From an optimization exercise on the open Yosys and OpenROAD flow, aimed at small area; shortcuts taken in it are not production practice.
RTL that was checked went through simulation tests only; none was proved equivalent to the original.
Power and IR drop assume default switching activity.

==> build 86 <==
==> flow/design.v (excerpt) <==
module cpu_top(input clk,
    input rst,
    output imem_req,
    output [15:0]imem_addr,
    input imem_ready,
    input [63:0]imem_data,
    output dmem_req,
    output [15:0]dmem_addr,
    input dmem_ready,
    input [63:0]dmem_data,
    output halted,
    output [255:0]regs_out);
export LEC_CHECK = 0
export CAP_MARGIN = 20
export CORE_MARGIN = 2
export CORE_UTILIZATION = 45
export CTS_CLUSTER_DIAMETER = 100
export CTS_CLUSTER_SIZE = 24
export PLACE_DENSITY = 0.55
export SLEW_MARGIN = 20
create_clock -name core_clock -period 20.0 [get_ports {clk}]
run.sh (not shown) runs the stock make flow with config.mk's settings and CLKGATE_MAP_FILE= SYNTH_SCRIPT=/design/flow/synth_recipe.tcl, a recipe that flattens the netlist after the stock synthesis.
==> inputs of build 94, as changes to build 86 <==
--- a/flow/design.v
+++ b/flow/design.v
@@ -6,13 +6,14 @@
     output [14:0]dataOut,  
     input inEnable,  
     input [14:0]dataIn);
 reg [14:0]buffer[0:31];
 reg [4:0]head;
 reg [4:0]tail;
-wire empty = (head == tail);
+reg [4:0]count;
+wire empty = (count == 0);
 assign outReady = !empty || inEnable;
 wire [31:0]headOH = 32'b1 << head;
 reg [14:0]headData;
 integer k;
 always @(*) begin
     headData = 15'b0;
@@ -24,16 +25,19 @@
 wire pushB = inEnable && !(empty && outEnable);
 wire push = pushA || pushB;
 always @(posedge clk) begin
     if(rst) begin
         head <= 0;
         tail <= 0;
+        count <= 0;
     end
     else begin
         if(pop) head <= head + 5'd1;
         if(push) tail <= tail + 5'd1;
+        if(push && !pop) count <= count + 5'd1;
+        else if(pop && !push) count <= count - 5'd1;
     end
 end
 always @(posedge clk) begin
     if(!rst && push) buffer[tail] <= dataIn;
 end
 endmodule
@@ -458,13 +462,14 @@
     reg [9:0]iTag1[15:0];
     reg [59:0]iDat0[15:0];
     reg [59:0]iDat1[15:0];
     reg [15:0]iV0;
     reg [15:0]iV1;
     reg [15:0]iLRU;
-    wire [15:0]iAddressReal = iAddress;
+    reg [15:0]raddr;
+    wire [15:0]iAddressReal = iReadEnable ? iAddress : raddr;
     wire [3:0]index = iAddressReal[5:2];
     wire [9:0]iTag = iAddressReal[15:6];
     wire [1:0]blockIndex = iAddressReal[1:0];
     wire value1V = iV0[index];
     wire value2V = iV1[index];
     wire icachev1Hit = value1V && (iTag0[index] == iTag);
@@ -490,12 +495,20 @@
                       (blockIndex == 2) ? iDataC[29:15] :
                       (blockIndex == 1) ? iDataC[44:30] :
                       iDataC[59:45];
     assign fetchEnable = (!icacheHit && iReadEnable);
     assign fetchAddr = iAddress;
     assign iMemReady = icacheHit || iReady;
+    always @(posedge clk) begin
+        if(rst) begin
+            raddr <= 16'h0000;
+        end
+        else if(iReadEnable) begin
+            raddr <= iAddress;
+        end
+    end
     wire iFillW0 = !value1V || (value2V && iLRU[index]);
     always @(posedge clk) begin
         if(rst) begin
             iV0 <= 16'b0;
             iV1 <= 16'b0;
             iLRU <= 16'b0;
ABC_AREA = 1   (was default)
CORE_UTILIZATION = 40   (was 45)
CTS_CLUSTER_DIAMETER = default   (was 100)
CTS_CLUSTER_SIZE = default   (was 24)
PLACE_DENSITY = 0.5   (was 0.55)
==> comparison table <==
| quantity | build 94 | build 86 |
|---|---|---|
| Status | complete, no violations | complete, no violations |
| Setup ws final | 4.243 ns | 5.778 ns |
| Number of fillers in the final layout | 82140 | 65180 |
| Die area | 909300 um^2 | 777700 um^2 |
| Min Tclk post-route | 15.76 ns | 14.22 ns |
| Drt wl/cell | 33.89 um | 43.63 um |
| Core area | 898300 um^2 | 768300 um^2 |
| Reg2Reg Setup Slack | 4.24 ns | 5.78 ns |
| Logic depth of the worst register-to-register path | 62 | 45 |
| Initial drt markers | 38310 | 42670 |
| Sequential cell area in the final layout | 249600 um^2 | 249300 um^2 |
| Fraction of standard cell area in multi-input logic | 24.25% | 24.58% |
| Clock tree sinks | 8986 | 8969 |
| Share of Yosys cell area claimed by the top area cell type | 58.00% | 60.33% |
| Register bit total from synthesis | 8986 | 8969 |
| Instance count of the mapped netlist | 31690 | 23730 |
| Post-Syn Area | 360700 um^2 | 346800 um^2 |
| Final sequential cell count | 8986 | 8969 |
| Beginning of the worst hold path | i0.pre.orl[0][5] | i0.pre.orl[0][12] |
| Routed Wire Length | 1537 mm | 1511 mm |
| Buffer share of cell area | 2.834% | 3.435% |
| Fin Hold WS | 0.3106 ns | 0.3289 ns |
| Final layout net count | 32970 | 24520 |
Function not checked in build 94: the RTL went through the layout flow alone.

==> inputs of trial 47 <==
Another version of the RTL of cpu_top (not shown whole).
==> module aoread, before the edit <==
module aoread #(parameter N = 2, parameter W = 1) (
    input [N-1:0]sel,
    input [N*W-1:0]data,
    output reg [W-1:0]out);
    integer k;
    always @(*) begin
        out = {W{1'b0}};
        for(k = 0; k < N; k = k + 1) begin
            out = out | ({W{sel[k]}} & data[k*W +: W]);
        end
    end
endmodule
==> flow/config.mk <==
export PLATFORM = sky130hd
export DESIGN_NAME = cpu_top
export DESIGN_NICKNAME = cpu_top
export VERILOG_FILES = /design/flow/design.v
export SDC_FILE = /design/flow/constraint.sdc
export NUM_CORES = 8
export LEC_CHECK = 0
export CAP_MARGIN = 10
export CORE_MARGIN = 2
export CORE_UTILIZATION = 45
export CTS_CLUSTER_DIAMETER = 100
export CTS_CLUSTER_SIZE = 22
export PLACE_DENSITY = 0.55
export SLEW_MARGIN = 10
export SYNTH_HIERARCHICAL = 1
==> flow/constraint.sdc <==
create_clock -name core_clock -period 20.0 [get_ports {clk}]
set_input_delay 4.0000 -clock core_clock [delete_from_list [all_inputs] [get_ports {clk}]]
set_output_delay 4.0000 -clock core_clock [all_outputs]
set_load 0.01 [all_outputs]
standard.sh (not shown) runs the stock make flow with config.mk's settings and CLKGATE_MAP_FILE= SYNTH_SCRIPT=/design/flow/synth_recipe.tcl, a recipe that flattens the netlist after the stock synthesis.
==> flow/flow/run.sh <==
#!/bin/bash
set -euo pipefail
export BUFFER_PORTS_ARGS="-buffer_cell sky130_fd_sc_hd__buf_1"
export CTS_ARGS="-sink_clustering_enable -repair_clock_nets -sink_clustering_size 22 -sink_clustering_max_diameter 100 -dont_use_dummy_load"
bash standard.sh > standard.log 2>&1
==> build 32 (differences from trial 47) <==
--- a/flow/design.v
+++ b/flow/design.v
@@ -1,2 +1,8 @@
+module aoi222(input a1, input b1, input a2, input b2, input a3, input b3, output y);
+    assign y = !((a1 && b1) || (a2 && b2) || (a3 && b3));
+endmodule
+module aoi22(input a1, input b1, input a2, input b2, output y);
+    assign y = !((a1 && b1) || (a2 && b2));
+endmodule
 module orlmatch #(parameter N = 99) (
     input [N*16-1:0]entries,
@@ -19,12 +25,29 @@
     input [N-1:0]sel,
     input [N*W-1:0]data,
-    output reg [W-1:0]out);
-    integer k;
-    always @(*) begin
-        out = {W{1'b0}};
-        for(k = 0; k < N; k = k + 1) begin
-            out = out | ({W{sel[k]}} & data[k*W +: W]);
+    output [W-1:0]out);
+    localparam G3 = N / 3;           
+    localparam R = N - 3 * G3;       
+    localparam G = G3 + (R > 0 ? 1 : 0);
+    wire [G*W-1:0]n;   
+    genvar g, b;
+    generate
+        for(b = 0; b < W; b = b + 1) begin : bits
+            for(g = 0; g < G3; g = g + 1) begin : grp
+                aoi222 u(.a1(sel[3*g]), .b1(data[(3*g)*W+b]),
+                         .a2(sel[3*g+1]), .b2(data[(3*g+1)*W+b]),
+                         .a3(sel[3*g+2]), .b3(data[(3*g+2)*W+b]),
+                         .y(n[b*G+g]));
+            end
+            if(R == 2) begin : rest2
+                aoi22 u(.a1(sel[3*G3]), .b1(data[(3*G3)*W+b]),
+                        .a2(sel[3*G3+1]), .b2(data[(3*G3+1)*W+b]),
+                        .y(n[b*G+G3]));
+            end
+            if(R == 1) begin : rest1
+                assign n[b*G+G3] = !(sel[3*G3] && data[(3*G3)*W+b]);
+            end
+            assign out[b] = !(&n[b*G +: G]);
         end
-    end
+    endgenerate
 endmodule
 module cpu_top(input clk,
==> flow/flow/run.sh (replaced) <==
#!/bin/bash
set -euo pipefail
export BUFFER_PORTS_ARGS="-buffer_cell sky130_fd_sc_hd__buf_1"
export CTS_ARGS="-sink_clustering_enable -repair_clock_nets -sink_clustering_size 25 -sink_clustering_max_diameter 100 -dont_use_dummy_load"
bash standard.sh > standard.log 2>&1
Settings changed: CTS_CLUSTER_SIZE 22 to 25.
==> qor summary <==
item	trial 47	build 32
Reg2reg setup slack	2540 ps	2250 ps
Portion of the layout cell area used by non-clock buffers	2.61%	2.61%
Standard cell with the maximum stage delay on the critical path	sky130_fd_sc_hd__buf_4	sky130_fd_sc_hd__dfxtp_1
Die Footprint	772000 um^2	752000 um^2
Proportion of synthesized area in mux cells	0.841%	1.25%
Sum of routed wire segments on met1	496000 um	462000 um
Maximum net fanout on the critical path	38	43
Worst endpoint required time	20950 ps	20970 ps
Layout Cell Area excl Fill	369000 um^2	363000 um^2
P_clk	9730 uW	9250 uW
Number of buffers created by CTS	450	407
Final weighted congestion in routability-driven placement	0.968	0.957
Count of fill cells added during filler insertion	65.1k	62.8k
Detailed placer's ending HPWL	789000 um	768000 um
WP buf/inv	7	5
Count of placed standard cells including taps	32.4k	31.1k
Outcome	timing/DRC/antenna clean	timing/DRC/antenna clean

-- port drivers added, routing unchanged --
The flow's constraints put no driver on any port. The routed layouts listed below were extracted and timed again, unchanged, in two steps.
Step 1 sets driving cells, clkbuf_16 on the clock port and buf_2 on the other inputs (assumed; they add their load-dependent delay and slew).
Step 2 also shifts input and output timing later by t, the mid clock arrival at the registers, as if the neighbouring blocks saw the same clock.
Slacks: ideal ports / drivers / drivers and shift; pairs: ideal ports / drivers.
run	t (ns)	setup WS [ns]	hold WS [ns]
build 86	1.292	5.778 / 5.778 / 5.778	0.329 / 0.329 / 0.329
build 94	1.289	4.243 / 4.243 / 4.243	0.311 / 0.311 / 0.311
trial 47	1.224	2.536 / 2.536 / 2.536	0.261 / 0.261 / 0.261
build 32	1.217	2.250 / 2.250 / 2.250	0.284 / 0.284 / 0.284
After both steps every run listed still meets setup and hold.
